What follows belongs to an exercise in optimizing a design on an open flow for small area; a production flow would make more cautious choices. In this exercise RTL edits were held to simulation tests only and were not proved equivalent to the original. Power figures rest on the tool's default switching activity, not on a simulated workload.

--- flow/run.sh ---
#!/bin/bash
# Own layout flow: the standard flow, with three changes:
#  - synthesis is the standard one, but ABC maps the logic with an area-oriented
#    script (flow/abc_area.script) instead of the speed script;
#  - the port buffers use the smallest buffer cell;
#  - clock tree synthesis inserts no dummy loads (options in flow/cts_args).
# standard.sh's output goes to standard.log; every step's full log is in orfs/logs/.
set -euo pipefail
WORK=$PWD
CTS="-sink_clustering_enable -repair_clock_nets -dont_use_dummy_load"
if [[ -f flow/cts_args ]]; then CTS="$(cat flow/cts_args)"; fi
cat > flow_synth.tcl <<EOT
proc abc {args} {
  set i [lsearch \$args -script]
  if {\$i >= 0} {
    set args [lreplace \$args [expr {\$i + 1}] [expr {\$i + 1}] $WORK/flow/abc_area.script]
  }
  yosys abc {*}\$args
}
source $WORK/synth_recipe.tcl
EOT
sed "s#SYNTH_SCRIPT=[^ ]*#SYNTH_SCRIPT=$WORK/flow_synth.tcl#" standard.sh > flow_standard.sh
grep -q "SYNTH_SCRIPT=$WORK/flow_synth.tcl" flow_standard.sh
bash flow_standard.sh \
  "BUFFER_PORTS_ARGS=-buffer_cell sky130_fd_sc_hd__buf_1" \
  "CTS_ARGS=$CTS" \
  finish > standard.log 2>&1
--- design.v ---
`timescale 1ns/1ps
module top (output reg         uart_txd,
            output wire [63:0] data_out_64,
            output reg         data_out_done,
            input  wire        clk,
            input  wire        rst_n,
            input  wire [63:0] data_in_64,
            input  wire        manual_start,
            input  wire        uart_rxd);
    parameter CLK_F    = 50_000_000;
    parameter UART_BPS = 115200;
    parameter CLK_GOAL = CLK_F / UART_BPS;     
    function [8:0] lfsr;
        input integer n;
        integer i;
        begin
            lfsr = 9'd0;
            for (i = 0; i < n; i = i + 1)
                lfsr = {lfsr[7:0], ~(lfsr[8] ^ lfsr[4])};
        end
    endfunction
    localparam [8:0] ONE    = lfsr(1);
    localparam [8:0] LAST   = lfsr(CLK_GOAL - 1);
    localparam [8:0] SAMPLE = lfsr(CLK_GOAL / 2);
    reg        ms_1;         
    reg  [3:0] t_state;      
    reg [63:8] t_word;       
    reg        t_en;         
    reg        t_end1, t_end;  
    reg        t_flag;
    reg  [8:0] t_clk;
    reg  [3:0] t_cnt;
    reg  [7:0] t_data;
    reg        t_txd, t_txd1;
    wire [7:0] t_sel = {~t_state[2] &  t_state[3],
                        ~t_state[1] &  t_state[2],
                        ~t_state[0] &  t_state[1],
                         t_state[3] &  t_state[0],
                        ~t_state[3] &  t_state[2],
                        ~t_state[2] &  t_state[1],
                        ~t_state[1] &  t_state[0],
                        ~t_state[3] & ~t_state[0]};
    reg [7:0] t_byte;
    integer k;
    always @(*) begin
        t_byte = data_in_64[7:0] & {8{t_sel[7]}};
        for (k = 0; k < 7; k = k + 1)
            t_byte = t_byte | (t_word[k*8+8 +: 8] & {8{t_sel[k]}});
    end
    wire t_next  = t_end || (manual_start && !ms_1);
    wire t_start = t_next && !t_en;
    always @(posedge clk or negedge rst_n)
        if (!rst_n) begin
            ms_1    <= 1'b0;
            t_state <= 4'b1000;
            t_en    <= 1'b0;
            t_end1  <= 1'b0;
            t_end   <= 1'b0;
            t_flag  <= 1'b0;
            t_cnt   <= 4'd0;
            t_txd   <= 1'b1;
            t_txd1  <= 1'b1;
            uart_txd <= 1'b1;
        end else begin
            ms_1   <= manual_start;
            t_en   <= t_next;
            t_end1 <= t_cnt == 4'd10 && t_clk == ONE;
            t_end  <= t_end1;
            if (t_next)
                t_state <= {t_state[2:0], ~t_state[3]};
            if (t_start)
                t_flag <= 1'b1;
            else if (t_cnt == 4'd10)
                t_flag <= 1'b0;
            if (!t_flag)
                t_cnt <= 4'd0;
            else if (t_clk == LAST)
                t_cnt <= t_cnt + 4'd1;
            if (!t_flag)
                t_txd <= 1'b1;
            else case (t_cnt)
                4'd0: t_txd <= 1'b0;
                4'd1: t_txd <= t_data[0];
                4'd2: t_txd <= t_data[1];
                4'd3: t_txd <= t_data[2];
                4'd4: t_txd <= t_data[3];
                4'd5: t_txd <= t_data[4];
                4'd6: t_txd <= t_data[5];
                4'd7: t_txd <= t_data[6];
                4'd8: t_txd <= t_data[7];
                default: t_txd <= 1'b1;
            endcase
            t_txd1   <= t_txd;
            uart_txd <= t_txd1;
        end
    always @(posedge clk) begin
        if (!t_flag || t_clk == LAST)
            t_clk <= 9'd0;
        else
            t_clk <= {t_clk[7:0], ~(t_clk[8] ^ t_clk[4])};
        if (t_next && t_sel[7])
            t_word <= data_in_64[63:8];
        if (t_start)
            t_data <= t_byte;
    end
    reg        rxd_1;
    reg        r_flag;
    reg  [8:0] r_clk;
    reg  [3:0] r_cnt;
    reg [63:0] r_shift;      
    reg [63:0] r_word;       
    reg        r_none;       
    reg  [3:0] r_state;      
    reg        done_1;       
    wire r_sample = r_clk == SAMPLE && r_cnt >= 4'd1 && r_cnt <= 4'd8;
    wire r_byte   = r_cnt == 4'd10 && r_clk == ONE;    
    wire r_load   = data_out_done && !done_1;
    always @(posedge clk or negedge rst_n)
        if (!rst_n) begin
            rxd_1   <= 1'b1;
            r_flag  <= 1'b0;
            r_cnt   <= 4'd0;
            r_state <= 4'd8;
            data_out_done <= 1'b0;
            r_none  <= 1'b1;
        end else begin
            rxd_1 <= uart_rxd;
            if (rxd_1 && !uart_rxd)
                r_flag <= 1'b1;
            else if (r_cnt == 4'd10)
                r_flag <= 1'b0;
            if (!r_flag)
                r_cnt <= 4'd0;
            else if (r_clk == LAST)
                r_cnt <= r_cnt + 4'd1;
            if (r_byte)
                r_state <= (r_state[3] || r_state[2:0] == 3'd7) ? 4'd0 : r_state + 4'd1;
            data_out_done <= r_state == 4'd7;
            if (r_load)
                r_none <= 1'b0;
        end
    always @(posedge clk) begin
        done_1 <= data_out_done;
        if (!r_flag || r_clk == LAST)
            r_clk <= 9'd0;
        else
            r_clk <= {r_clk[7:0], ~(r_clk[8] ^ r_clk[4])};
        if (r_sample)
            r_shift <= {~uart_rxd, r_shift[63:1]};
        if (r_load)
            r_word <= r_shift;
    end
    assign data_out_64 = ~(r_word | {64{r_none}});
endmodule
--- standard.sh ---
#!/bin/bash
# synth_recipe.tcl (not shown) runs the flow's synth.tcl, then flattens the netlist and writes it again
# the make line also repeats each setting of config.mk as NAME=value (left out here)
make -C /OpenROAD-flow-scripts/flow DESIGN_CONFIG=/design/flow/config.mk WORK_HOME=/design/flow/orfs CLKGATE_MAP_FILE= SYNTH_SCRIPT=/design/flow/synth_recipe.tcl "${@:-finish}"
--- config.mk ---
export PLATFORM = sky130hd
export DESIGN_NAME = top
export DESIGN_NICKNAME = top
export VERILOG_FILES = /design/flow/design.v
export SDC_FILE = /design/flow/constraint.sdc
export NUM_CORES = 4
export LEC_CHECK = 0
export CAP_MARGIN = 20
export CORE_MARGIN = 2
export CORE_UTILIZATION = 60
export SLEW_MARGIN = 20
--- constraint.sdc ---
create_clock -name core_clock -period 20.0 [get_ports {clk}]
set_input_delay 4.0000 -clock core_clock [delete_from_list [all_inputs] [get_ports {clk}]]
set_output_delay 4.0000 -clock core_clock [all_outputs]
set_load 0.01 [all_outputs]
--- flow/abc_area.script ---
&get -n
&st
&dch
&nf -R 1000
&st
&dch
&nf -R 1000
&put
--- flow/cts_args ---
-sink_clustering_enable -repair_clock_nets -dont_use_dummy_load -buf_list sky130_fd_sc_hd__clkbuf_8 -sink_clustering_size 20 -sink_clustering_max_diameter 80
==> metrics.md, run 1 <==
| Metric | Value |
|---|---|
| Clock power share | `0.215` |
| Clock Skew | `0.04404 ns` |
| Seq cells post-synth | `239` |
| Post-route clock period utilization | `0.3045` |
| DRT iter0 DRCs | `323` |
| Clk root buf | `clkbuf_8` |
| Clock slew at reported path FFs | `0.12 ns` |
| H-tree Lvls | `1` |
| Ys async rst share | `0.1172` |
| Yosys top cell area share | `0.7033` |
| Post-CTS sizing | `0` |
| Worst Hold Class | `reg2reg` |
| Syn Inst Count | `465` |
| Global Route Usage Sum | `0.1848` |
| Post-route DRC violation count | `0` |
| CP max FO | `65` |
| Layout cell share with drive strength beyond 1 | `0.04708` |
| Most common cell after layout, fill and taps aside | `edfxtp_1` |
| Top cells by area, synth | `edfxtp_1 (70%), dfrtp_1 (6.4%), dfxtp_1 (4.6%)` |
| IO buf count | `133` |
| Core area | `0.01330 mm²` |
| Slew headroom | `0.2938` |
| Worst-skew pair later-pin latency | `0.50 ns` |
| Pwr dens | `101.8 mW/mm²` |
| Fmax | `164.2 MHz` |
| Fin. Hold Viols | `0` |
| Antenna diode count | `0` |
| Layout Nets | `697` |
| Fillers | `910` |
| NetSw | `230.2 µW` |
| Post-CTS Hold Buffers | `0` |
| Syn Nets | `544` |
| Vias in the first global route | `4086` |
| Worst hold margin | `0.3571 ns` |
| Avg Vias per Cell | `5.448` |
| First-pass GRT wire length | `20.89 mm` |
| Multi-input gate area | `0.001325 mm²` |
| Fin util | `0.6895` |
| Status | `timing/DRC/antenna clean` |
| Core Rows | `42` |
| Yosys warning total | `1` |
| Most frequently used flop master after synthesis | `edfxtp_1` |
| Distinct cells, synth | `34` |
| Final ANT Viol Nets | `0` |
| Post-synth EDFFs | `192` |
| CTS tree | `done` |
| Register area | `0.006855 mm²` |
| Critical Path Start Type | `flip-flop` |
| Part of the power in combinational logic | `0.132` |
| CP delay by family, top | `flip-flops` |
| Slowest stage delay, CP | `1.23 ns` |
| Die height | `120.9 µm` |
| Critical path cell sequence | `nor2_1 > buf_1` |
| Final setup fails | `0` |
| DPL Wire Length | `8.844 mm` |
| Avg Inst Size Synth | `17.63 µm²` |
| Leak Pwr | `0.003000 µW` |
| Pint | `702.7 µW` |
| RSZ-0062 raised after global routing | `false` |
| Sequential cell area fraction in the yosys report | `0.8362` |
| WP data required | `16.00 ns` |
| Average wire per standard cell | `16.97 µm` |
| Count of boundary I/O pins | `134` |
| Max_cap viols | `0` |
| Slew Limit Fails | `0` |
| Total vias in the final route | `4315` |
| Total iterations of the first detailed-routing run | `5` |
| Crit path DAT | `2.09 ns` |
| Worst-margin pin slew | `1.059 ns` |
| Final TNS setup | `0 ns` |
| Flop pwr share | `0.654` |
| Total CTS buffers | `15` |
| Buffer and inverter count on the worst path | `1` |
| Mapped cell area | `0.008198 mm²` |
| Die ar. | `0.01461 mm²` |
| Initial Utilization | `0.6166` |
| Clock Sinks | `239` |
| Die width | `120.9 µm` |
| Synth area leader | `edfxtp_1` |
| Worst setup EP type | `output pin` |
| Peak supply drop | `0.08639 mV` |
| Overflow after GRT | `0` |
| Largest net degree at the start of global routing | `66` |
| Tmin final | `6.091 ns` |
| Critical Path Slowest Stage Cell | `dfstp_2` |
| Area Growth Syn to Fin | `11.83%` |
| Sw frac | `0.2468` |
| Setup Fix Bufs, Post-CTS | `0` |
| CTS Buffer Depth | `3` |
| Initial antenna violation count | `1` |
| Final WL | `13.44 mm` |
| GPL Wtd Cong | `0.7823` |
| WS Path Type | `reg2out` |
| Most frequent cells in the layout | `edfxtp_1 (192), buf_1 (132), nor2_1 (73), dfrtp_1 (21)` |
[worst paths after layout]
check	start	to	slack [ns]	cells after the start
setup / recovery	r_none	data_out_64[7]	13.91	2
hold / removal	t_txd	t_txd1	0.36	0
setup reg to reg	r_clk[4]	r_shift[50]	17.56	5
hold reg to reg	t_txd	t_txd1	0.36	0
max in group asynchronous	rst_n	r_flag	15.92	1
min in group asynchronous	rst_n	r_cnt[0]	3.56	1
[cells in the mapped netlist, drive strengths merged, types with 2 or more instances]
cell and instances:
edfxtp 192, nor4 3, or4b 3, o21ai 8
dfstp 7, dfxtp 19, a221oi 2, nand4b 2
ha 11, nor2b 11, nor3b 2, nor3 3
a21oi 8, nand4 2, nor2 73, a22o 4
clkinv 10, xnor2 2, and2 19, nand3 11
dfrtp 21, a22oi 11, mux2 3, nand2 14
a222oi 14, nand3b 2
[through the flow]
step | instances | worst slack [ns] | cell area, µm² | power (µW)
6_report | 792 | 13.91 | 9168 | 932.9
5_1_grt | 792 | 13.77 | 9168 | 976.7
4_1_cts | 792 | 13.87 | 9168 | 941.5
3_5_place_dp | 777 | 14.40 | 8961 | 744.8
3_3_place_gp | 777 | 14.49 | 8961 | 738.7
2_1_floorplan | 465 | 12.85 | 8198 | 697.8
[power groups by stage]
stage / Combinational, µW / Sequential [µW] / Clock (µW)
6_report: 123 / 610 / 200
5_1_grt: 138 / 615 / 224
4_1_cts: 125 / 610 / 207
3_5_place_dp: 124 / 621 / 0
3_3_place_gp: 120 / 619 / 0
2_1_floorplan: 84.2 / 614 / 0
[logic make-up after synthesis]
group | share of synthesized area
flip-flops | 0.8362
AND/OR/NAND/NOR | 0.08898
AO/OA/AOI/OAI | 0.04716
adder cells (fa/ha/maj) | 0.01679
buffers and inverters | 0.004579
multiplexers | 0.004121
XOR/XNOR | 0.002137
[registers in the layout (all words and copies together) (netlist names), 8 cells and up]
name,flops
t_clk,9
r_word,64
r_clk,9
r_shift,64
t_data,8
t_word,56
[metal layers]
metal	share of wire	vias up	track usage	routed length [µm]
met5	0	-	0	0
met4	0.019	0	0.04651	259
met3	0.069	20	0.02867	925
met2	0.45	149	0.2820	5998
met1	0.47	2092	0.2856	6259
li1	-	2054	-	-
[area by class of cell]
class / instances / area share
Sequential cell: 239 / 0.7478
Multi-Input combinational cell: 216 / 0.1445
Timing Repair Buffer: 136 / 0.05705
Tap cell: 176 / 0.02402
Clock buffer: 15 / 0.02252
Inverter: 10 / 0.004094
==> run 2: changes to the inputs <==
--- a/design.v
+++ b/design.v
@@ -23,7 +23,7 @@
     localparam [8:0] LAST   = lfsr(CLK_GOAL - 1);
     localparam [8:0] SAMPLE = lfsr(CLK_GOAL / 2);
     reg        ms_1;         
-    reg  [3:0] t_state;      
+    reg  [2:0] t_state;      
     reg [63:8] t_word;       
     reg        t_en;         
     reg        t_end1, t_end;  
@@ -32,14 +32,7 @@
     reg  [3:0] t_cnt;
     reg  [7:0] t_data;
     reg        t_txd, t_txd1;
-    wire [7:0] t_sel = {~t_state[2] &  t_state[3],
-                        ~t_state[1] &  t_state[2],
-                        ~t_state[0] &  t_state[1],
-                         t_state[3] &  t_state[0],
-                        ~t_state[3] &  t_state[2],
-                        ~t_state[2] &  t_state[1],
-                        ~t_state[1] &  t_state[0],
-                        ~t_state[3] & ~t_state[0]};
+    wire [7:0] t_sel = 8'd1 << t_state;
     reg [7:0] t_byte;
     integer k;
     always @(*) begin
@@ -52,7 +45,7 @@
     always @(posedge clk or negedge rst_n)
         if (!rst_n) begin
             ms_1    <= 1'b0;
-            t_state <= 4'b1000;
+            t_state <= 3'd7;
             t_en    <= 1'b0;
             t_end1  <= 1'b0;
             t_end   <= 1'b0;
@@ -67,7 +60,7 @@
             t_end1 <= t_cnt == 4'd10 && t_clk == ONE;
             t_end  <= t_end1;
             if (t_next)
-                t_state <= {t_state[2:0], ~t_state[3]};
+                t_state <= t_state + 3'd1;
             if (t_start)
                 t_flag <= 1'b1;
             else if (t_cnt == 4'd10)
--- a/flow/run.sh
+++ b/flow/run.sh
@@ -1,7 +1,8 @@
 #!/bin/bash
-# Own layout flow: the standard flow, with three changes:
-#  - synthesis is the standard one, but ABC maps the logic with an area-oriented
-#    script (flow/abc_area.script) instead of the speed script;
+# Own layout flow: the standard flow, with these changes:
+#  - synthesis is the standard one (same script, same registers), except that
+#    half/full adders are not extracted before ABC and ABC maps the logic with
+#    an area-oriented script (flow/abc_area.script) instead of the speed script;
 #  - the port buffers use the smallest buffer cell;
 #  - clock tree synthesis inserts no dummy loads (options in flow/cts_args).
 # standard.sh's output goes to standard.log; every step's full log is in orfs/logs/.
@@ -10,6 +11,7 @@
 CTS="-sink_clustering_enable -repair_clock_nets -dont_use_dummy_load"
 if [[ -f flow/cts_args ]]; then CTS="$(cat flow/cts_args)"; fi
 cat > flow_synth.tcl <<EOT
+proc extract_fa {args} { puts "flow: adder extraction skipped" }
 proc abc {args} {
   set i [lsearch \$args -script]
   if {\$i >= 0} {
--- a/config.mk
+++ b/config.mk
@@ -7,5 +7,5 @@
 export LEC_CHECK = 0
 export CAP_MARGIN = 20
 export CORE_MARGIN = 2
-export CORE_UTILIZATION = 60
+export CORE_UTILIZATION = 80
 export SLEW_MARGIN = 20
==> metrics.md, run 2 <==
| Metric | Value |
|---|---|
| IO buf count | `133 (unchanged)` |
| Initial Utilization | `0.8235 (+0.2069)` |
| Worst Hold Class | `reg2reg` |
| Post-synth EDFFs | `192 (unchanged)` |
| Worst setup EP type | `output pin` |
| Area Growth Syn to Fin | `11.71%` |
| WP data required | `16.00 ns (about the same)` |
| Layout cell share with drive strength beyond 1 | `0.05574 (+0.008660)` |
| Slowest stage delay, CP | `1.28 ns (+0.05 ns)` |
| Mapped cell area | `0.008049 mm² (-1.8%)` |
| Register area | `0.006833 mm² (-0.33%)` |
| Most frequent cells after synthesis | `edfxtp_1 (192), nor2_1 (79), and2_0 (21)` |
| Crit path DAT | `2.17 ns (+0.08 ns)` |
| Core Rows | `36 (-14%)` |
| WS Path Type | `reg2out` |
| Critical Path Slowest Stage Cell | `dfstp_2` |
| CP max FO | `65 (unchanged)` |
| Synth area leader | `edfxtp_1` |
| Setup Fix Bufs, Post-CTS | `0 (unchanged)` |
| Average wire per standard cell | `20.71 µm (+22%)` |
| Post-route DRC violation count | `0 (unchanged)` |
| Layout Nets | `680 (-2.4%)` |
| Tot Pwr | `923.5 µW (-1.0%)` |
| Buffer and inverter count on the worst path | `1 (unchanged)` |
| First-pass GRT wire length | `23.92 mm (+15%)` |
| Total vias in the final route | `4674 (+8.3%)` |
| Flop pwr share | `0.671 (+0.017)` |
| CTS tree | `done` |
| Slew Limit Fails | `0 (unchanged)` |
| Most frequently used flop master after synthesis | `edfxtp_1` |
| Core area | `0.009774 mm² (-26%)` |
| Syn Inst Count | `456 (-1.9%)` |
| Critical Path Start Type | `flip-flop` |
| Cell area after layout | `0.008991 mm² (-1.9%)` |
| Ys async rst share | `0.1134 (-0.003709)` |
| CTS Buffer Depth | `3 (unchanged)` |
| Sequential cell area fraction in the yosys report | `0.8489 (+0.01267)` |
| Total CTS buffers | `15 (unchanged)` |
| Leak Pwr | `0.002919 µW (-2.7%)` |
| Flop2flop setup slack | `17.63 ns (+0.07 ns)` |
| Die ar. | `0.01088 mm² (-26%)` |
| Post-CTS sizing | `0 (unchanged)` |
| Yosys warning total | `1 (unchanged)` |
| Die width | `104.3 µm (-14%)` |
| Status | `timing/DRC/antenna clean` |
| Avg Vias per Cell | `6.291 (+15%)` |
| Fmax | `162.0 MHz (-1.3%)` |
| H-tree Lvls | `1 (unchanged)` |
| Multi-input gate area | `0.001222 mm² (-7.7%)` |
| Peak supply drop | `0.09934 mV (+15%)` |
| Top cells by area, synth | `edfxtp_1 (72%), dfrtp_1 (5.6%), dfxtp_1 (4.7%)` |
| Syn Nets | `524 (-3.7%)` |
| Worst-skew pair later-pin latency | `0.50 ns (about the same)` |
| Critical path cell sequence | `nor2_1 > buf_1` |
| DRT iter0 DRCs | `550 (+70%)` |
| Part of the power in combinational logic | `0.116 (-0.016)` |
| Final ANT Viol Nets | `0 (unchanged)` |
| Antenna diode count | `0 (unchanged)` |
| Avg Inst Size Synth | `17.65 µm² (+0.12%)` |
| Most common cell after layout, fill and taps aside | `edfxtp_1` |
| Total iterations of the first detailed-routing run | `7 (+2)` |
| Fillers | `307 (-66%)` |
| Clock power share | `0.213 (-0.002)` |
| Post-CTS Hold Buffers | `0 (unchanged)` |
| Overflow after GRT | `0 (unchanged)` |
| Worst-margin pin slew | `1.102 ns (+0.04219 ns)` |
| Max_cap viols | `0 (unchanged)` |
| Most common cell in the synthesized netlist | `edfxtp_1` |
| Initial antenna violation count | `0 (-1)` |
| Vias in the first global route | `4579 (+12%)` |
| Seq cells post-synth | `238 (-0.42%)` |
| DPL Wire Length | `10.23 mm (+16%)` |
| Yosys top cell area share | `0.7163 (+0.01301)` |
| CP delay by family, top | `flip-flops` |
| Pwr dens | `102.7 mW/mm² (+0.93%)` |
| Post-DP Area | `0.008785 mm² (-2.0%)` |
| Pint | `695.4 µW (-1.0%)` |
| Final setup fails | `0 (unchanged)` |
| Largest net degree at the start of global routing | `66 (unchanged)` |
| Clock Sinks | `238 (-0.42%)` |
| Clk root buf | `clkbuf_8` |
| NetSw | `228.1 µW (-0.92%)` |
| Tmin final | `6.172 ns (+0.08100 ns)` |
| Most frequent cells in the layout | `edfxtp_1 (192), buf_1 (133), nor2_1 (79), and2_0 (21), dfxtp_1 (19)` |
| Count of boundary I/O pins | `134 (unchanged)` |
| GPL Wtd Cong | `0.8117 (+3.8%)` |
| Final TNS setup | `0 ns (unchanged)` |
| Post-route clock period utilization | `0.3086 (+0.004050)` |
| Distinct cells, synth | `37 (+8.8%)` |
| RSZ-0062 raised after global routing | `false` |
| Final WL | `15.39 mm (+14%)` |
| Regs by FF count | `r_shift x64, r_word x64, t_word x56` |
| Clock Skew | `0.02065 ns (-0.02339 ns)` |
| Slew headroom | `0.2600 (-0.03378)` |
| Fin. Hold Viols | `0 (unchanged)` |
| Clock slew at reported path FFs | `0.12 ns (about the same)` |
| Sw frac | `0.2470 (about the same)` |
| Die height | `104.3 µm (-14%)` |
| Global Route Usage Sum | `0.2884 (+0.1036)` |
[run 2: power by group through the flow]
stage / logic (µW) / clock network, µW / registers [µW]
floorplan: 68.3 / 0 / 613
global placement: 97.0 / 0 / 618
detailed placement: 102 / 0 / 628
CTS: 105 / 198 / 617
global route: 118 / 213 / 622
finish: 107 / 197 / 619
[run 2: worst paths after layout]
kind	to	cells past startpoint	startpoint
min in group asynchronous	t_en	2	rst_n
max in group asynchronous	uart_txd	2	rst_n
hold reg to reg	t_txd1	0	t_txd
setup reg to reg	t_word[21]	3	t_state[0]
setup / recovery	data_out_64[28]	2	r_none
hold / removal	t_txd1	0	t_txd
[run 2: cell families after synthesis]
kind of cell    Yosys count  synth area share
flops                   238            0.8489
simple gates            160           0.09855
compound gates           49           0.04586
buf+inv                   5          0.002332
xor+xnor                  4          0.004353
[run 2: cell type report]
type | instances | area share
well taps | 133 | 0.01851
clock buffers | 15 | 0.02296
repair buffers | 139 | 0.06053
flip-flops and latches | 238 | 0.7599
multi-input cells | 213 | 0.1360
inverters | 5 | 0.002087
[run 2: through the flow]
step                  util  std cells  hold slack, ns  worst slack [ns]
floorplan                -        456          0.3312             12.86
global placement    0.8982        728          0.3425             14.51
detailed placement  0.8987        728          0.3578             14.40
CTS                 0.9199        743          0.3713             13.83
global route        0.9199        743          0.3756             13.70
finish              0.9199        743          0.3691             13.83
[run 2: layer usage]
layer / global-route usage / wire (µm) / vias up / part of all wire
li1: - / - / 2039 / -
met1: 0.3791 / 5577 / 2229 / 0.36
met2: 0.4902 / 7944 / 360 / 0.52
met3: 0.05138 / 1375 / 46 / 0.089
met4: 0.1129 / 490 / 0 / 0.032
met5: 0 / 0 / - / 0
==> run 3: changes to the inputs <==
--- a/config.mk
+++ b/config.mk
@@ -7,5 +7,5 @@
 export LEC_CHECK = 0
 export CAP_MARGIN = 20
 export CORE_MARGIN = 2
-export CORE_UTILIZATION = 80
+export CORE_UTILIZATION = 60
 export SLEW_MARGIN = 20
==> metrics.md, run 3 <==
| Metric | Value |
|---|---|
| Status | `timing/DRC/antenna clean` |
| IO buf count | `133 (unchanged)` |
| Yosys top cell area share | `0.7163 (unchanged)` |
| Vias in the first global route | `3926 (-14%)` |
| Synth area leader | `edfxtp_1` |
| CP max FO | `65 (unchanged)` |
| Post-CTS Hold Buffers | `0 (unchanged)` |
| Uppermost routed layer | `met4` |
| Placed cell count | `770 (+5.8%)` |
| Post-CTS sizing | `0 (unchanged)` |
| Core area | `0.01319 mm² (+35%)` |
| Most frequent cells in the layout | `edfxtp_1 (192), buf_1 (133), nor2_1 (79), and2_0 (21), dfxtp_1 (19)` |
| Final ANT Viol Nets | `0 (unchanged)` |
| Fin. Hold Viols | `0 (unchanged)` |
| Worst hold margin | `0.3629 ns (-0.006155 ns)` |
| Worst setup EP type | `output pin` |
| Sequential cell area fraction in the yosys report | `0.8489 (unchanged)` |
| Antenna diode count | `0 (unchanged)` |
| Regs by FF count | `r_shift x64, r_word x64, t_word x56` |
| Ys async rst share | `0.1134 (unchanged)` |
| Layout cell share with drive strength beyond 1 | `0.05747 (+0.001734)` |
| Total iterations of the first detailed-routing run | `6 (-1)` |
| Clock Skew | `0.01275 ns (-0.007903 ns)` |
| Core Rows | `42 (+17%)` |
| Layout Nets | `679 (-0.15%)` |
| WP data required | `16.00 ns (about the same)` |
| Most frequent cells after synthesis | `edfxtp_1 (192), nor2_1 (79), and2_0 (21)` |
| Largest net degree at the start of global routing | `66 (unchanged)` |
| Clk root buf | `clkbuf_8` |
| Mapped cell area | `0.008049 mm² (unchanged)` |
| Leak Pwr | `0.002917 µW (about the same)` |
| Most frequently used flop master after synthesis | `edfxtp_1` |
| Die ar. | `0.01436 mm² (+32%)` |
| Initial antenna violation count | `0 (unchanged)` |
| Met2 WL | `5.825 mm (-27%)` |
| Critical Path Start Type | `flip-flop` |
| Multi-input gate area | `0.001232 mm² (+0.82%)` |
| Metal1 wirelength | `5.749 mm (+3.1%)` |
| Fillers | `929 (+200%)` |
| Final setup fails | `0 (unchanged)` |
| Buffer and inverter count on the worst path | `1 (unchanged)` |
| Critical path cell sequence | `nor2_1 > buf_1` |
| Worst-skew pair later-pin latency | `0.48 ns (-0.02 ns)` |
| Final TNS setup | `0 ns (unchanged)` |
| Post-synth EDFFs | `192 (unchanged)` |
| CTS Buffer Depth | `3 (unchanged)` |
| Slowest stage delay, CP | `0.97 ns (-0.31 ns)` |
| Distinct cells, synth | `37 (unchanged)` |
| RSZ-0062 raised after global routing | `false` |
| Pwr dens | `100.6 mW/mm² (-2.0%)` |
| Syn Inst Count | `456 (unchanged)` |
| Peak supply drop | `0.06341 mV (-36%)` |
| Post-route DRC violation count | `0 (unchanged)` |
| Critical Path Slowest Stage Cell | `dfstp_4` |
| GPL Wtd Cong | `0.8066 (-0.63%)` |
| Area Growth Syn to Fin | `12.45%` |
| Crit path DAT | `1.78 ns (-0.39 ns)` |
| WL met3 | `891 µm (-35%)` |
| Global Route Usage Sum | `0.1771 (-0.1113)` |
| Seq cells post-synth | `238 (unchanged)` |
| Yosys warning total | `1 (unchanged)` |
| Initial Utilization | `0.6102 (-0.2133)` |
| DPL Wire Length | `8.114 mm (-21%)` |
| Setup Fix Bufs, Post-CTS | `0 (unchanged)` |
| Count of boundary I/O pins | `134 (unchanged)` |
| Final WL | `12.59 mm (-18%)` |
| Overflow after GRT | `0 (unchanged)` |
| Most common cell after layout, fill and taps aside | `edfxtp_1` |
| Avg Inst Size Synth | `17.65 µm² (unchanged)` |
| Register area | `0.006837 mm² (about the same)` |
| Post-Layout Cell Count | `785 (+5.7%)` |
| WS Path Type | `reg2out` |
| Clock slew at reported path FFs | `0.11 ns (about the same)` |
| DRT iter0 DRCs | `403 (-27%)` |
| Slew headroom | `0.4598 (+0.1998)` |
| Average wire per standard cell | `16.03 µm (-23%)` |
| Max_cap viols | `0 (unchanged)` |
| Die height | `119.8 µm (+15%)` |
| Fmax | `173.1 MHz (+6.8%)` |
| Tmin final | `5.778 ns (-0.3935 ns)` |
| Worst-margin pin slew | `0.8103 ns (-0.2912 ns)` |
| Top cells by area, synth | `edfxtp_1 (72%), dfrtp_1 (5.6%), dfxtp_1 (4.7%)` |
| Post-route clock period utilization | `0.2889 (-0.01968)` |
| Total CTS buffers | `15 (unchanged)` |
| Die width | `119.8 µm (+15%)` |
| Syn Nets | `524 (unchanged)` |
| CP delay by family, top | `flip-flops` |
| Total vias in the final route | `4210 (-9.9%)` |
| H-tree Lvls | `1 (unchanged)` |
| Slew Limit Fails | `0 (unchanged)` |
| CTS tree | `done` |
| Worst Hold Class | `reg2reg` |
| First-pass GRT wire length | `19.89 mm (-17%)` |
| Most common cell in the synthesized netlist | `edfxtp_1` |
| Avg Vias per Cell | `5.363 (-15%)` |
| Clock Sinks | `238 (unchanged)` |
run 3: cell counts after synthesis:
No cell type changed its count.
run 3: metal layers:
metal,global-route usage,up-vias
met5,0,-
met1,0.2710,2001
met2,0.2732,164
li1,-,2034
met4,0.04412,0
met3,0.02899,11
run 3: cell type report:
type / instances / share of cell area
sequential: 238 / 0.7553
multi-input combinational: 213 / 0.1362
timing repair buffer: 138 / 0.05930
tap: 176 / 0.02433
clock buffer: 15 / 0.02281
inverter: 5 / 0.002074
run 3: logic make-up (layout without fill, tap and decap cells):
group / after synthesis / count (layout) / synth area share
XOR/XNOR: 4 / 4 / 0.004353
buffers and inverters: 5 / 158 / 0.002332
AND/OR/NAND/NOR: 160 / 160 / 0.09855
AO/OA/AOI/OAI: 49 / 49 / 0.04586
flip-flops: 238 / 238 / 0.8489
run 3: worst paths after layout:
check	cells after the start	from	slack, ns	to
max in group asynchronous	2	rst_n	16.19	rxd_1
min in group asynchronous	2	rst_n	3.50	ms_1
setup reg to reg	3	t_state[0]	17.44	t_word[16]
hold / removal	0	t_txd	0.36	t_txd1
setup / recovery	2	r_none	14.22	data_out_64[56]
hold reg to reg	0	t_txd	0.36	t_txd1
run 3: where the power goes:
group	internal, µW	switching [µW]	leakage [µW]	total (µW)
clock network	68.4	128	0.000108	197
logic	45.7	57.4	0.000684	103
registers	580	30.8	0.00213	611
run 3: through the flow:
step / util / setup WS [ns] / power, µW / instance area, µm²
final: 0.6862 / 14.22 / 910.9 / 9051
after global routing: 0.6862 / 14.07 / 954.9 / 9051
after CTS: 0.6855 / 13.83 / 918.7 / 9042
after detailed placement: 0.6699 / 14.32 / 723.5 / 8836
after global placement: 0.6691 / 14.36 / 719.2 / 8826
after floorplan: - / 12.86 / 681.5 / 8049
==> run 4: changes to the inputs <==
==> flow/cts_args (replaced) <==
-sink_clustering_enable -repair_clock_nets -dont_use_dummy_load -buf_list sky130_fd_sc_hd__clkbuf_8 -root_buf sky130_fd_sc_hd__clkbuf_4 -tree_buf sky130_fd_sc_hd__clkbuf_4 -sink_clustering_size 20 -sink_clustering_max_diameter 80
==> metrics.md, run 4 <==
| Metric | Value |
|---|---|
| Peak supply drop | `0.06290 mV (-0.79%)` |
| Flop pwr share | `0.677 (+0.006)` |
| Clk root buf | `clkbuf_4` |
| Core area | `0.01319 mm² (unchanged)` |
| Avg Vias per Cell | `5.387 (+0.44%)` |
| GR Layer Usage met3 | `0.02899 (unchanged)` |
| Syn Nets | `524 (unchanged)` |
| Die ar. | `0.01436 mm² (unchanged)` |
| Yosys top cell area share | `0.7163 (unchanged)` |
| Most frequent cells in the layout | `edfxtp_1 (192), buf_1 (133), nor2_1 (79), and2_0 (21), dfxtp_1 (19)` |
| CP delay by family, top | `flip-flops` |
| Global-route met2 utilization | `0.2736 (+0.0003571)` |
| Most common cell after layout, fill and taps aside | `edfxtp_1` |
| Fin. Hold Viols | `0 (unchanged)` |
| Pwr dens | `99.90 mW/mm² (-0.74%)` |
| WP data required | `16.00 ns (about the same)` |
| Layout cell share with drive strength beyond 1 | `0.05747 (unchanged)` |
| Max_cap viols | `0 (unchanged)` |
| Flop2flop setup slack | `17.44 ns (about the same)` |
| Post-CTS sizing | `0 (unchanged)` |
| Layout Nets | `679 (unchanged)` |
| Hold path cells | `0 (unchanged)` |
| Die height | `119.8 µm (unchanged)` |
| Average wire per standard cell | `16.00 µm (-0.21%)` |
| Buffer and inverter count on the worst path | `1 (unchanged)` |
| Core Rows | `42 (unchanged)` |
| Most frequent cells after synthesis | `edfxtp_1 (192), nor2_1 (79), and2_0 (21)` |
| Top cells by area, synth | `edfxtp_1 (72%), dfrtp_1 (5.6%), dfxtp_1 (4.7%)` |
| Ys async rst share | `0.1134 (unchanged)` |
| Sequential cell area fraction in the yosys report | `0.8489 (unchanged)` |
| Avg Inst Size Synth | `17.65 µm² (unchanged)` |
| Die width | `119.8 µm (unchanged)` |
| Area Growth Syn to Fin | `12.25%` |
| Final TNS setup | `0 ns (unchanged)` |
| Post-CTS Hold Buffers | `0 (unchanged)` |
| Post-DP Area | `0.008836 mm² (unchanged)` |
| Vias in the first global route | `3932 (+0.15%)` |
| Syn Inst Count | `456 (unchanged)` |
| Fmax | `170.6 MHz (-1.4%)` |
| Mapped cell area | `0.008049 mm² (unchanged)` |
| GPL Wtd Cong | `0.8066 (unchanged)` |
| CTS Buffer Depth | `3 (unchanged)` |
| Regs by FF count | `r_shift x64, r_word x64, t_word x56` |
| Initial antenna violation count | `1 (+1)` |
| Most common cell in the synthesized netlist | `edfxtp_1` |
| Clock power share | `0.209 (-0.007)` |
| R2R depth | `3 (unchanged)` |
| Leak Pwr | `0.002909 µW (-0.27%)` |
| Seq cells post-synth | `238 (unchanged)` |
| Total CTS buffers | `15 (unchanged)` |
| Synth area leader | `edfxtp_1` |
| Setup Fix Bufs, Post-CTS | `0 (unchanged)` |
| Tmin final | `5.863 ns (+0.08430 ns)` |
| RSZ-0062 raised after global routing | `false` |
| Critical Path Start Type | `flip-flop` |
| Yosys warning total | `1 (unchanged)` |
| Fin util | `0.6850 (-0.001234)` |
| Largest net degree at the start of global routing | `66 (unchanged)` |
| Worst-skew pair later-pin latency | `0.56 ns (+0.08 ns)` |
| WP depth | `2 (unchanged)` |
| Sw frac | `0.2384 (+0.0008411)` |
| First-pass GRT wire length | `19.90 mm (about the same)` |
| Critical path cell sequence | `nor2_1 > buf_1` |
| Worst Hold Class | `reg2reg` |
| Slowest stage delay, CP | `0.97 ns (about the same)` |
| Pint | `687.4 µW (-1.0%)` |
| NetSw | `215.1 µW (-0.57%)` |
| Post-route clock period utilization | `0.2931 (+0.004215)` |
| Register area | `0.006837 mm² (unchanged)` |
| Clock Sinks | `238 (unchanged)` |
| Clock Skew | `0.01549 ns (+0.002744 ns)` |
| Initial Utilization | `0.6102 (unchanged)` |
| Cell area after layout | `0.009035 mm² (-0.18%)` |
| Met1 usage in global routing | `0.2710 (unchanged)` |
| CTS tree | `done` |
| IO buf count | `133 (unchanged)` |
| Post-synth EDFFs | `192 (unchanged)` |
| Final WL | `12.58 mm (about the same)` |
| Fillers | `934 (+0.54%)` |
| Overflow after GRT | `0 (unchanged)` |
| Count of boundary I/O pins | `134 (unchanged)` |
| DPL Wire Length | `8.114 mm (unchanged)` |
| Multi-input gate area | `0.001232 mm² (unchanged)` |
| Slew headroom | `0.4484 (-0.01141)` |
| Distinct cells, synth | `37 (unchanged)` |
| Total vias in the final route | `4234 (+0.57%)` |
| Total iterations of the first detailed-routing run | `5 (-1)` |
| Final ANT Viol Nets | `0 (unchanged)` |
| Most frequently used flop master after synthesis | `edfxtp_1` |
| Worst setup EP type | `output pin` |
| Global Route Usage Sum | `0.1770 (about the same)` |
| WS Path Type | `reg2out` |
| Part of the power in combinational logic | `0.114 (about the same)` |
| H-tree Lvls | `1 (unchanged)` |
| Status | `timing/DRC/antenna clean` |
| Clock slew at reported path FFs | `0.11 ns (about the same)` |
| Crit path DAT | `1.86 ns (+0.08 ns)` |
| Post-route DRC violation count | `0 (unchanged)` |
| CP max FO | `65 (unchanged)` |
| Grt peak-use layer | `met2` |
| Slew Limit Fails | `0 (unchanged)` |
| Worst-margin pin slew | `0.8274 ns (+0.01712 ns)` |
| Critical Path Slowest Stage Cell | `dfstp_4` |
| DRT iter0 DRCs | `465 (+15%)` |
| Worst hold margin | `0.3629 ns (-0.00003200 ns)` |
| Final setup fails | `0 (unchanged)` |
[run 4: changes by cell type in the layout (fill, tap and decap cells not counted), sizes merged]
cell	before	now
diode	0	1
[run 4: final cells by class]
class                           instances  area share
Multi-Input combinational cell        213      0.1364
Tap cell                              176     0.02437
Sequential cell                       238      0.7567
Timing Repair Buffer                  138     0.05941
Antenna cell                            1   0.0002770
Clock buffer                           15     0.02077
Inverter                                5    0.002077
[run 4: routing by layer]
metal / up-vias / routed length (µm)
met5: - / 0
met4: 0 / 153
met3: 17 / 892
met2: 163 / 5769
met1: 2017 / 5758
li1: 2037 / -
[run 4: per-stage QoR]
stage	setup slack (ns)	power [µW]	cells
detailed placement	14.32	723.5	770
floorplan	12.86	681.5	456
CTS	13.74	911.1	785
global route	13.98	946.7	786
finish	14.14	902.6	786
global placement	14.36	719.2	770
[run 4: final timing paths]
| path | to | startpoint |
|---|---|---|
| min in group asynchronous | r_cnt[2] | rst_n |
| max in group asynchronous | rxd_1 | rst_n |
| worst max-delay path | data_out_64[56] | r_none |
| worst min-delay path | t_txd1 | t_txd |
| worst max register to register | t_word[16] | t_state[0] |
| worst min register to register | t_txd1 | t_txd |
[run 4: kinds of logic after synthesis]
| kind of cell | after synthesis | synth area share |
|---|---|---|
| DFF | 238 | 0.8489 |
| AOI/OAI and AO/OA | 49 | 0.04586 |
| and+or+nand+nor | 160 | 0.09855 |
| xor gates and xnor gates | 4 | 0.004353 |
| buffers and inverters | 5 | 0.002332 |
[run 4: power groups by stage]
stage / Sequential (µW) / Clock, µW / Combinational, µW
2_1_floorplan: 613 / 0 / 68.3
6_report: 611 / 189 / 103
5_1_grt: 617 / 214 / 116
3_3_place_gp: 618 / 0 / 101
4_1_cts: 610 / 198 / 103
3_5_place_dp: 620 / 0 / 103
==> run 5: changes to the inputs <==
--- a/design.v
+++ b/design.v
@@ -29,7 +29,7 @@
     reg        t_end1, t_end;  
     reg        t_flag;
     reg  [8:0] t_clk;
-    reg  [3:0] t_cnt;
+    reg  [3:0] t_cnt;        
     reg  [7:0] t_data;
     reg        t_txd, t_txd1;
     wire [7:0] t_sel = 8'd1 << t_state;
@@ -50,39 +50,31 @@
             t_end1  <= 1'b0;
             t_end   <= 1'b0;
             t_flag  <= 1'b0;
-            t_cnt   <= 4'd0;
+            t_cnt   <= 4'd15;
             t_txd   <= 1'b1;
             t_txd1  <= 1'b1;
             uart_txd <= 1'b1;
         end else begin
             ms_1   <= manual_start;
             t_en   <= t_next;
-            t_end1 <= t_cnt == 4'd10 && t_clk == ONE;
+            t_end1 <= t_cnt == 4'd9 && t_clk == ONE;
             t_end  <= t_end1;
             if (t_next)
                 t_state <= t_state + 3'd1;
             if (t_start)
                 t_flag <= 1'b1;
-            else if (t_cnt == 4'd10)
+            else if (t_cnt == 4'd9)
                 t_flag <= 1'b0;
             if (!t_flag)
-                t_cnt <= 4'd0;
+                t_cnt <= 4'd15;
             else if (t_clk == LAST)
                 t_cnt <= t_cnt + 4'd1;
             if (!t_flag)
                 t_txd <= 1'b1;
-            else case (t_cnt)
-                4'd0: t_txd <= 1'b0;
-                4'd1: t_txd <= t_data[0];
-                4'd2: t_txd <= t_data[1];
-                4'd3: t_txd <= t_data[2];
-                4'd4: t_txd <= t_data[3];
-                4'd5: t_txd <= t_data[4];
-                4'd6: t_txd <= t_data[5];
-                4'd7: t_txd <= t_data[6];
-                4'd8: t_txd <= t_data[7];
-                default: t_txd <= 1'b1;
-            endcase
+            else if (!t_cnt[3])
+                t_txd <= t_data[t_cnt[2:0]];
+            else
+                t_txd <= t_cnt != 4'd15;
             t_txd1   <= t_txd;
             uart_txd <= t_txd1;
         end
@@ -99,20 +91,20 @@
     reg        rxd_1;
     reg        r_flag;
     reg  [8:0] r_clk;
-    reg  [3:0] r_cnt;
+    reg  [3:0] r_cnt;        
     reg [63:0] r_shift;      
     reg [63:0] r_word;       
     reg        r_none;       
     reg  [3:0] r_state;      
     reg        done_1;       
-    wire r_sample = r_clk == SAMPLE && r_cnt >= 4'd1 && r_cnt <= 4'd8;
-    wire r_byte   = r_cnt == 4'd10 && r_clk == ONE;    
+    wire r_sample = r_clk == SAMPLE && !r_cnt[3];
+    wire r_byte   = r_cnt == 4'd9 && r_clk == ONE;    
     wire r_load   = data_out_done && !done_1;
     always @(posedge clk or negedge rst_n)
         if (!rst_n) begin
             rxd_1   <= 1'b1;
             r_flag  <= 1'b0;
-            r_cnt   <= 4'd0;
+            r_cnt   <= 4'd15;
             r_state <= 4'd8;
             data_out_done <= 1'b0;
             r_none  <= 1'b1;
@@ -120,10 +112,10 @@
             rxd_1 <= uart_rxd;
             if (rxd_1 && !uart_rxd)
                 r_flag <= 1'b1;
-            else if (r_cnt == 4'd10)
+            else if (r_cnt == 4'd9)
                 r_flag <= 1'b0;
             if (!r_flag)
-                r_cnt <= 4'd0;
+                r_cnt <= 4'd15;
             else if (r_clk == LAST)
                 r_cnt <= r_cnt + 4'd1;
             if (r_byte)
==> metrics.md, run 5 <==
| Metric | Value |
|---|---|
| Peak supply drop | `0.07803 mV (+24%)` |
| Flop2flop setup slack | `17.69 ns (+0.25 ns)` |
| Critical Path Start Type | `flip-flop` |
| Die width | `119.7 µm (about the same)` |
| Post-synthesis simple-gate area fraction | `0.09579 (-0.002760)` |
| Worst setup EP type | `output pin` |
| Seq cells post-synth | `238 (unchanged)` |
| Final setup fails | `0 (unchanged)` |
| Layout Nets | `677 (-0.29%)` |
| Total CTS buffers | `15 (unchanged)` |
| Crit path DAT | `1.85 ns (about the same)` |
| Average wire per standard cell | `15.79 µm (-1.3%)` |
| Status | `timing/DRC/antenna clean` |
| Layout cell share with drive strength beyond 1 | `0.07084 (+0.01337)` |
| Most common cell after layout, fill and taps aside | `edfxtp_1` |
| Final ANT Viol Nets | `0 (unchanged)` |
| Count of boundary I/O pins | `134 (unchanged)` |
| Worst Hold Class | `reg2reg` |
| Reg-to-reg startpoint | `t_state[0]` |
| DRT iter0 DRCs | `342 (-26%)` |
| Die ar. | `0.01433 mm² (-0.19%)` |
| GPL Wtd Cong | `0.7819 (-3.1%)` |
| Initial Utilization | `0.6114 (+0.001203)` |
| Crit path capture | `data_out_64[37]` |
| Critical path cell sequence | `nor2_1 > buf_1` |
| Antenna diode count | `0 (-1)` |
| Post-synth EDFFs | `192 (unchanged)` |
| Die height | `119.7 µm (about the same)` |
| Clk root buf | `clkbuf_4` |
| Post-route clock period utilization | `0.2927 (-0.0003900)` |
| Tmin final | `5.855 ns (-0.007800 ns)` |
| Largest net degree at the start of global routing | `66 (unchanged)` |
| Max_cap viols | `0 (unchanged)` |
| Post-CTS sizing | `0 (unchanged)` |
| Worst-skew pair later-pin latency | `0.57 ns (about the same)` |
| Initial antenna violation count | `0 (-1)` |
| Post-route DRC violation count | `0 (unchanged)` |
| Most frequent cells after synthesis | `edfxtp_1 (192), nor2_1 (81), dfxtp_1 (19)` |
| Pwr dens | `101.2 mW/mm² (+1.3%)` |
| Buffer and inverter count on the worst path | `1 (unchanged)` |
| Mapped cell area | `0.008033 mm² (-0.20%)` |
| Regs by FF count | `r_shift x64, r_word x64, t_word x56` |
| Sequential cell area fraction in the yosys report | `0.8519 (+0.002965)` |
| Total vias in the final route | `4189 (-1.1%)` |
| Fillers | `932 (-0.21%)` |
| Worst-margin pin slew | `0.8144 ns (-0.01297 ns)` |
| Slew Limit Fails | `0 (unchanged)` |
| WS Path Type | `reg2out` |
| Setup crit start | `r_none` |
| Post-synthesis mux area share | `0 (unchanged)` |
| Final TNS setup | `0 ns (unchanged)` |
| CTS tree | `done` |
| Largest family of logic cells by synthesized area | `simple AND/OR/NAND/NOR gates` |
| IO buf count | `133 (unchanged)` |
| Top cells by area, synth | `edfxtp_1 (72%), dfstp_2 (5.6%), dfxtp_1 (4.7%)` |
| Overflow after GRT | `0 (unchanged)` |
| Avg Inst Size Synth | `17.73 µm² (+0.46%)` |
| Fin. Hold Viols | `0 (unchanged)` |
| CP delay by family, top | `flip-flops` |
| H-tree Lvls | `1 (unchanged)` |
| Core Rows | `42 (unchanged)` |
| CP max FO | `65 (unchanged)` |
| Final WL | `12.37 mm (-1.7%)` |
| Ys async rst share | `0.1134 (unchanged)` |
| Distinct cells, synth | `37 (unchanged)` |
| Slew headroom | `0.4570 (+0.008647)` |
| FF-to-FF End | `t_word[11]` |
| Vias in the first global route | `3786 (-3.7%)` |
| Setup Fix Bufs, Post-CTS | `0 (unchanged)` |
| Fmax | `170.8 MHz (+0.13%)` |
| Syn Nets | `521 (-0.57%)` |
| Post-DP Area | `0.008827 mm² (about the same)` |
| First-pass GRT wire length | `19.45 mm (-2.3%)` |
| GR Layer Usage met3 | `0.02947 (+0.0004753)` |
| Total iterations of the first detailed-routing run | `5 (unchanged)` |
| Yosys top cell area share | `0.7178 (+0.001450)` |
| WP data required | `16.00 ns (about the same)` |
| Clock Skew | `0.02256 ns (+0.007067 ns)` |
| Critical Path Slowest Stage Cell | `dfstp_4` |
| Most frequent cells in the layout | `edfxtp_1 (192), buf_1 (133), nor2_1 (81), dfxtp_1 (19), dfstp_2 (16)` |
| Post-Synth XOR/XNOR Area | `0.006542 (+0.002189)` |
| Avg Vias per Cell | `5.350 (-0.68%)` |
| Most frequently used flop master after synthesis | `edfxtp_1` |
| Global Route Usage Sum | `0.1719 (-0.005058)` |
| Area Growth Syn to Fin | `12.27% (about the same)` |
| Syn Inst Count | `453 (-0.66%)` |
| Slowest stage delay, CP | `1.00 ns (+0.03 ns)` |
| Yosys warning total | `1 (unchanged)` |
| Synth area leader | `edfxtp_1` |
| R2R depth | `3 (unchanged)` |
| RSZ-0062 raised after global routing | `false` |
| Clock slew at reported path FFs | `0.11 ns (about the same)` |
| Met1 usage in global routing | `0.2727 (+0.001697)` |
| Global-route met2 utilization | `0.2579 (-0.01571)` |
| WP depth | `2 (unchanged)` |
| Clock Sinks | `238 (unchanged)` |
| CTS Buffer Depth | `3 (unchanged)` |
| DPL Wire Length | `7.938 mm (-2.2%)` |
| Most common cell in the synthesized netlist | `edfxtp_1` |
| Adder-cell share of the synthesized area | `0 (unchanged)` |
| Cell area after layout | `0.009019 mm² (-0.18%)` |
| Grt peak-use layer | `met1` |
| Core area | `0.01314 mm² (-0.40%)` |
| Register area | `0.006847 mm² (+0.15%)` |
| Leak Pwr | `0.002935 µW (+0.89%)` |
| Post-CTS Hold Buffers | `0 (unchanged)` |
| Synth Area in Compound Gates | `0.04299 (-0.002867)` |
| Multi-input gate area | `0.001197 mm² (-2.8%)` |
[run 5: cell count changes after synthesis, moves of 3 or more]
cell     before  now
or3_1         0    4
a22oi_1      12    8
dfrtp_1      18   10
and2_0       21   13
dfstp_2       9   17
nor2b_1       8    4
xnor2_1       3    6
a21oi_1      10    5
and3_1        1    8
[run 5: kinds of logic after synthesis]
| kind of cell | count (synthesis) |
|---|---|
| AO/OA/AOI/OAI | 45 |
| XOR/XNOR | 6 |
| buffers and inverters | 6 |
| flip-flops | 238 |
| AND/OR/NAND/NOR | 158 |
[run 5: power by group]
group	internal [µW]	switching [µW]
clock network	61.2	127
logic	50.6	57.0
registers	585	31.6
[run 5: per-stage QoR]
step	power [µW]	hold WS (ns)	std cells	setup WS, ns	util
3_3_place_gp	730.2	0.3384	768	14.53	0.6711
6_report	912.3	0.3634	783	14.15	0.6865
5_1_grt	957.6	0.3690	783	14.01	0.6865
3_5_place_dp	736.0	0.3411	768	14.38	0.6719
4_1_cts	922.6	0.3664	783	13.75	0.6862
2_1_floorplan	692.7	0.3312	453	12.86	-
[run 5: final cells by class]
cell class                      instances  area share
Sequential cell                       238      0.7592
Clock buffer                           15     0.02081
Timing Repair Buffer                  139     0.06035
Tap cell                              176     0.02442
Multi-Input combinational cell        209      0.1328
Inverter                                6    0.002497
[run 5: worst min path at each step]
stage          startpoint     end  slack [ns]  cells after the start
2_1_floorplan      t_end1   t_end        0.33                      0
3_3_place_gp       t_end1   t_end        0.34                      0
3_5_place_dp       t_end1   t_end        0.34                      0
4_1_cts             t_txd  t_txd1        0.37                      0
5_1_grt             t_txd  t_txd1        0.37                      0
6_report           t_end1   t_end        0.36                      0
[run 5: routing by layer]
layer	up-vias	share of wire
met3	15	0.070
met5	-	0
li1	2031	-
met1	1998	0.47
met2	145	0.45
met4	0	0.012
==> run 6: changes to the inputs <==
==> flow/cts_args (replaced) <==
-sink_clustering_enable -repair_clock_nets -dont_use_dummy_load -buf_list sky130_fd_sc_hd__clkbuf_8 -root_buf sky130_fd_sc_hd__clkbuf_4 -tree_buf sky130_fd_sc_hd__clkbuf_4 -sink_clustering_size 22 -sink_clustering_max_diameter 60
==> config.mk (replaced) <==
export PLATFORM = sky130hd
export DESIGN_NAME = top
export DESIGN_NICKNAME = top
export VERILOG_FILES = /design/flow/design.v
export SDC_FILE = /design/flow/constraint.sdc
export NUM_CORES = 4
export LEC_CHECK = 0
export CAP_MARGIN = 0
export CORE_MARGIN = 2
export CORE_UTILIZATION = 70
export SLEW_MARGIN = 0
==> metrics.md, run 6 <==
| Metric | Value |
|---|---|
| Global Route Usage Sum | `0.1986 (+0.02665)` |
| Final setup fails | `0 (unchanged)` |
| IO buf count | `133 (unchanged)` |
| Most frequent cells after synthesis | `edfxtp_1 (192), nor2_1 (81), dfxtp_1 (19)` |
| Post-route clock period utilization | `0.3071 (+0.01434)` |
| Count of boundary I/O pins | `134 (unchanged)` |
| WS Path Type | `reg2out` |
| Avg Vias per Cell | `5.674 (+6.1%)` |
| CTS tree | `done` |
| Clk root buf | `clkbuf_4` |
| WP data required | `16.00 ns (about the same)` |
| RSZ-0062 raised after global routing | `false` |
| Yosys warning total | `1 (unchanged)` |
| Worst-skew pair later-pin latency | `0.56 ns (about the same)` |
| Avg Inst Size Synth | `17.73 µm² (unchanged)` |
| Peak supply drop | `0.09247 mV (+19%)` |
| CTS Buffer Depth | `3 (unchanged)` |
| GPL Wtd Cong | `0.7733 (-1.1%)` |
| H-tree Lvls | `1 (unchanged)` |
| Final TNS setup | `0 ns (unchanged)` |
| Area Growth Syn to Fin | `11.40%` |
| Worst-margin pin slew | `1.235 ns (+0.4205 ns)` |
| Yosys top cell area share | `0.7178 (unchanged)` |
| Vias in the first global route | `4047 (+6.9%)` |
| Layout Nets | `675 (-0.30%)` |
| Synth area leader | `edfxtp_1` |
| Most common cell after layout, fill and taps aside | `edfxtp_1` |
| Most frequently used flop master after synthesis | `edfxtp_1` |
| Total vias in the final route | `4244 (+1.3%)` |
| Setup Fix Bufs, Post-CTS | `0 (unchanged)` |
| Core area | `0.01132 mm² (-14%)` |
| Sequential cell area fraction in the yosys report | `0.8519 (unchanged)` |
| Post-CTS Hold Buffers | `0 (unchanged)` |
| Mapped cell area | `0.008033 mm² (unchanged)` |
| Top cells by area, synth | `edfxtp_1 (72%), dfstp_2 (5.6%), dfxtp_1 (4.7%)` |
| Total CTS buffers | `15 (unchanged)` |
| Worst Hold Class | `reg2reg` |
| Regs by FF count | `r_shift x64, r_word x64, t_word x56` |
| Clock slew at reported path FFs | `0.12 ns (about the same)` |
| Tot Pwr | `906.4 µW (-0.64%)` |
| Critical Path Start Type | `flip-flop` |
| Post-CTS sizing | `0 (unchanged)` |
| Worst setup EP type | `output pin` |
| Overflow after GRT | `0 (unchanged)` |
| Max_cap viols | `0 (unchanged)` |
| Tmin final | `6.142 ns (+0.2869 ns)` |
| Syn Inst Count | `453 (unchanged)` |
| Post-synth EDFFs | `192 (unchanged)` |
| Largest net degree at the start of global routing | `66 (unchanged)` |
| Multi-input gate area | `0.001187 mm² (-0.84%)` |
| Most common cell in the synthesized netlist | `edfxtp_1` |
| DRT iter0 DRCs | `354 (+3.5%)` |
| Final WL | `12.31 mm (-0.48%)` |
| Pwr dens | `101.3 mW/mm² (+0.14%)` |
| Seq cells post-synth | `238 (unchanged)` |
| Slew Limit Fails | `0 (unchanged)` |
| Fillers | `640 (-31%)` |
| Slew headroom | `0.1749 (-0.2821)` |
| Die ar. | `0.01235 mm² (-14%)` |
| Post-Layout Cell Count | `748 (-4.5%)` |
| Fmax | `162.8 MHz (-4.7%)` |
| Distinct cells, synth | `37 (unchanged)` |
| Post-route DRC violation count | `0 (unchanged)` |
| Status | `timing/DRC/antenna clean` |
| Placed cell count | `733 (-4.6%)` |
| CP max FO | `65 (unchanged)` |
| Most frequent cells in the layout | `edfxtp_1 (192), buf_1 (133), nor2_1 (81), dfxtp_1 (19), dfstp_2 (17)` |
| Crit path DAT | `2.14 ns (+0.29 ns)` |
| Average wire per standard cell | `16.45 µm (+4.2%)` |
| Clock Sinks | `238 (unchanged)` |
| Final ANT Viol Nets | `0 (unchanged)` |
| Clock Skew | `0.04613 ns (+0.02357 ns)` |
| Ys async rst share | `0.1134 (unchanged)` |
| Core Rows | `39 (-7.1%)` |
| Antenna diode count | `0 (unchanged)` |
| Die width | `111.1 µm (-7.2%)` |
| Die height | `111.1 µm (-7.2%)` |
| Layout cell share with drive strength beyond 1 | `0.06446 (-0.006377)` |
| DPL Wire Length | `8.181 mm (+3.1%)` |
| Initial Utilization | `0.7095 (+0.09812)` |
| Leak Pwr | `0.002920 µW (-0.52%)` |
| Fin. Hold Viols | `0 (unchanged)` |
| First-pass GRT wire length | `19.54 mm (+0.46%)` |
| Initial antenna violation count | `0 (unchanged)` |
| Syn Nets | `521 (unchanged)` |
| Total iterations of the first detailed-routing run | `6 (+1)` |
| Register area | `0.006843 mm² (about the same)` |
## run 6: cell counts after synthesis
Identical to the previous run, type by type.
## run 6: through the flow
stage | utilization | area [µm²] | hold slack [ns] | setup slack (ns)
3_5_place_dp | 0.7739 | 8761 | 0.3444 | 14.44
5_1_grt | 0.7905 | 8949 | 0.3376 | 13.67
6_report | 0.7905 | 8949 | 0.3401 | 13.86
3_3_place_gp | 0.7739 | 8761 | 0.3350 | 14.49
2_1_floorplan | - | 8033 | 0.3312 | 12.86
4_1_cts | 0.7905 | 8949 | 0.3397 | 13.80
## run 6: worst paths after layout
kind                            start              end  slack [ns]  cells past startpoint
setup / recovery               r_none  data_out_64[36]       13.86                      2
hold / removal                 t_txd1         uart_txd        0.34                      0
setup reg to reg           t_state[0]        t_data[6]       17.76                      3
hold reg to reg                t_txd1         uart_txd        0.34                      0
max in group asynchronous       rst_n       t_state[2]       16.23                      2
min in group asynchronous       rst_n           r_flag        3.41                      2
## run 6: logic make-up (layout without fill, tap and decap cells)
group                  after synthesis  after routing  share of synthesized area
flip-flops                         238            238                     0.8519
AO/OA/AOI/OAI                       45             45                    0.04299
AND/OR/NAND/NOR                    158            158                    0.09580
buffers and inverters                6            158                   0.002804
XOR/XNOR                             6              6                   0.006542
## run 6: critical path, cell delays in order (launching register included)
cell and delay, ns:
dfstp_2 1.23, nor2_1 0.14, buf_1 0.17
## run 6: area by class of cell
cell class / instances / area share
Clock buffer: 15 / 0.02097
Timing Repair Buffer: 137 / 0.05914
Multi-Input combinational cell: 209 / 0.1327
Tap cell: 143 / 0.01999
Inverter: 6 / 0.002517
Sequential cell: 238 / 0.7647
## run 6: power by group
group | total, µW | internal, µW | switching, µW
sequential | 617 | 585 | 32.4
clock | 185 | 61.3 | 124
combinational | 104 | 48.6 | 55.1
## run 6: metal layers
metal	wire [µm]	global-route usage
met1	5343	0.2861
met2	5938	0.3264
met3	848	0.03827
met4	176	0.04691
met5	0	0
==> run 7: changes to the inputs <==
--- a/config.mk
+++ b/config.mk
@@ -5,7 +5,7 @@
 export SDC_FILE = /design/flow/constraint.sdc
 export NUM_CORES = 4
 export LEC_CHECK = 0
-export CAP_MARGIN = 0
+export CAP_MARGIN = 20
 export CORE_MARGIN = 2
 export CORE_UTILIZATION = 70
-export SLEW_MARGIN = 0
+export SLEW_MARGIN = 20
==> metrics.md, run 7 <==
| Metric | Value |
|---|---|
| Seq cells post-synth | `238 (unchanged)` |
| Max_cap viols | `0 (unchanged)` |
| Peak supply drop | `0.09253 mV (about the same)` |
| H-tree Lvls | `1 (unchanged)` |
| CTS tree | `done` |
| Syn Nets | `521 (unchanged)` |
| Worst-margin pin slew | `1.051 ns (-0.1837 ns)` |
| Slew Limit Fails | `0 (unchanged)` |
| Total iterations of the first detailed-routing run | `5 (-1)` |
| Post-CTS Hold Buffers | `0 (unchanged)` |
| Post-route clock period utilization | `0.3076 (+0.0004600)` |
| Vias in the first global route | `4047 (unchanged)` |
| RSZ-0062 raised after global routing | `false` |
| Die ar. | `0.01235 mm² (unchanged)` |
| CP max FO | `65 (unchanged)` |
| Post-Layout Cell Count | `748 (unchanged)` |
| GPL Wtd Cong | `0.7733 (unchanged)` |
| Placed cell count | `733 (unchanged)` |
| Synth area leader | `edfxtp_1` |
| Die height | `111.1 µm (unchanged)` |
| Leak Pwr | `0.002925 µW (+0.18%)` |
| Die width | `111.1 µm (unchanged)` |
| Critical path cell sequence | `nor2_1 > buf_1` |
| Clock Sinks | `238 (unchanged)` |
| Yosys warning total | `1 (unchanged)` |
| Status | `timing/DRC/antenna clean` |
| Global Route Usage Sum | `0.1986 (unchanged)` |
| Final ANT Viol Nets | `0 (unchanged)` |
| Post-route DRC violation count | `0 (unchanged)` |
| CTS Buffer Depth | `3 (unchanged)` |
| Total vias in the final route | `4228 (-0.38%)` |
| Count of boundary I/O pins | `134 (unchanged)` |
| Largest net degree at the start of global routing | `66 (unchanged)` |
| Core Rows | `39 (unchanged)` |
| Tmin final | `6.151 ns (+0.009200 ns)` |
| Sequential cell area fraction in the yosys report | `0.8519 (unchanged)` |
| Overflow after GRT | `0 (unchanged)` |
| Critical Path Slowest Stage Cell | `dfstp_2` |
| Final TNS setup | `0 ns (unchanged)` |
| Worst-skew pair later-pin latency | `0.57 ns (about the same)` |
| Fin. Hold Viols | `0 (unchanged)` |
| Clk root buf | `clkbuf_4` |
| Final WL | `12.32 mm (about the same)` |
| DRT iter0 DRCs | `360 (+1.7%)` |
| Final setup fails | `0 (unchanged)` |
| WP data required | `16.00 ns (about the same)` |
| Worst Hold Class | `reg2reg` |
| Total CTS buffers | `15 (unchanged)` |
| Initial Utilization | `0.7095 (unchanged)` |
| Setup Fix Bufs, Post-CTS | `0 (unchanged)` |
| Fmax | `162.6 MHz (-0.15%)` |
| Slew headroom | `0.2992 (+0.1242)` |
| Pwr dens | `101.3 mW/mm² (about the same)` |
| Top cells by area, synth | `edfxtp_1 (72%), dfstp_2 (5.6%), dfxtp_1 (4.7%)` |
| Post-CTS sizing | `0 (unchanged)` |
| Layout Nets | `675 (unchanged)` |
| Antenna diode count | `0 (unchanged)` |
| Worst setup EP type | `output pin` |
| Slowest stage delay, CP | `1.24 ns (about the same)` |
| Average wire per standard cell | `16.46 µm (about the same)` |
| Most common cell after layout, fill and taps aside | `edfxtp_1` |
| Most common cell in the synthesized netlist | `edfxtp_1` |
| Initial antenna violation count | `0 (unchanged)` |
| Yosys top cell area share | `0.7178 (unchanged)` |
| Core area | `0.01132 mm² (unchanged)` |
| Clock slew at reported path FFs | `0.12 ns (about the same)` |
| Post-synth EDFFs | `192 (unchanged)` |
| DPL Wire Length | `8.181 mm (unchanged)` |
| Tot Pwr | `908.4 µW (+0.22%)` |
| Regs by FF count | `r_shift x64, r_word x64, t_word x56` |
| IO buf count | `133 (unchanged)` |
| Ys async rst share | `0.1134 (unchanged)` |
| Post-Place Setup Slack | `14.44 ns (unchanged)` |
| Layout cell share with drive strength beyond 1 | `0.06942 (+0.004959)` |
| WS Path Type | `reg2out` |
| Final WS setup | `13.85 ns (-0.009200 ns)` |
| Fillers | `638 (-0.31%)` |
| Multi-input gate area | `0.001202 mm² (+1.3%)` |
| Crit path DAT | `2.15 ns (about the same)` |
| Most frequent cells after synthesis | `edfxtp_1 (192), nor2_1 (81), dfxtp_1 (19)` |
| Distinct cells, synth | `37 (unchanged)` |
| Critical Path Start Type | `flip-flop` |
| Mapped cell area | `0.008033 mm² (unchanged)` |
| Avg Vias per Cell | `5.652 (-0.38%)` |
| First-pass GRT wire length | `19.54 mm (unchanged)` |
| Most frequent cells in the layout | `edfxtp_1 (192), buf_1 (133), nor2_1 (81), dfxtp_1 (19), dfstp_2 (17)` |
| Area Growth Syn to Fin | `11.59%` |
| Avg Inst Size Synth | `17.73 µm² (unchanged)` |
| Syn Inst Count | `453 (unchanged)` |
| Most frequently used flop master after synthesis | `edfxtp_1` |
| Register area | `0.006843 mm² (unchanged)` |
| Clock Skew | `0.04679 ns (+0.0006597 ns)` |
==> run 7: cell counts after synthesis <==
Identical to the previous run, type by type.
==> run 7: worst paths after layout <==
kind	startpoint	to	slack (ns)	cells past startpoint
min in group asynchronous	rst_n	r_flag	3.41	2
max	r_none	data_out_64[36]	13.85	2
max reg2reg	t_state[0]	t_word[40]	17.76	3
max in group asynchronous	rst_n	t_state[0]	16.22	2
min reg2reg	t_txd1	uart_txd	0.34	0
min	t_txd1	uart_txd	0.34	0
==> run 7: logic make-up (layout without fill, tap and decap cells) <==
| kind of cell | count (synthesis) | count (layout) | synth area share |
|---|---|---|---|
| AO/OA/AOI/OAI | 45 | 45 | 0.04299 |
| XOR/XNOR | 6 | 6 | 0.006542 |
| buffers and inverters | 6 | 158 | 0.002804 |
| flip-flops | 238 | 238 | 0.8519 |
| AND/OR/NAND/NOR | 158 | 158 | 0.09580 |
==> run 7: cell type report <==
cell class                      instances  share of cell area
Clock buffer                           15             0.02094
Inverter                                6            0.002513
Multi-Input combinational cell        209              0.1341
Sequential cell                       238              0.7634
Tap cell                              143             0.01996
Timing Repair Buffer                  137             0.05905
==> run 7: where the power goes <==
part	switching [µW]	internal [µW]
logic	55.5	49.4
registers	33.2	585
clock network	124	61.3
total	213	696
==> run 7: worst max-delay path: cells and delay by family, from the launching register on <==
kind          cells  cell delay, ns
flops             1            1.24
buf+inv           1            0.17
simple gates      1            0.14
==> run 7: per-layer routing <==
metal  vias to the layer above  global-route usage  share of wire
met2                       164              0.3264           0.48
met4                         0             0.04691          0.014
met3                        20             0.03827          0.069
met1                      2021              0.2861           0.44
met5                         -                   0              0
li1                       2023                   -              -
==> run 7: stage by stage <==
step / util / hold WS (ns) / area, µm²
floorplan: - / 0.3312 / 8033
global placement: 0.7739 / 0.3350 / 8761
detailed placement: 0.7739 / 0.3444 / 8761
CTS: 0.7905 / 0.3397 / 8949
global route: 0.7918 / 0.3378 / 8964
finish: 0.7918 / 0.3370 / 8964

re-timing with driven ports:
No port has a modelled driver above. Below, the same layouts with a new extraction and two added sets of constraints.
Step 1, drivers: a clkbuf_16 drives clk and a buf_2 each remaining input, both assumed.
Step 2 adds t to the input delays and takes it off the output delays; t is the mean of the earliest and latest rising clock arrival at the registers after step 1. Input paths then give back, and output paths get back, about the clock's delay inside the block.
Slacks: no drivers / after step 1 / after step 2; pairs: no drivers / after step 1.
| run | t, ns | setup slack, ns | worst setup path after step 2 |
|---|---|---|---|
| run 1 | 0.516 | 13.909 / 13.875 / 14.377 | input to register |
| run 2 | 0.526 | 13.828 / 13.789 / 14.315 | register to output |
| run 3 | 0.512 | 14.222 / 14.184 / 14.342 | input to register |
| run 4 | 0.589 | 14.137 / 14.102 / 14.345 | input to register |
| run 5 | 0.589 | 14.145 / 14.112 / 14.556 | input to register |
| run 6 | 0.570 | 13.858 / 13.829 / 14.399 | register to output |
| run 7 | 0.571 | 13.849 / 13.820 / 14.390 | register to output |
After both steps setup and hold are still met in every run listed.
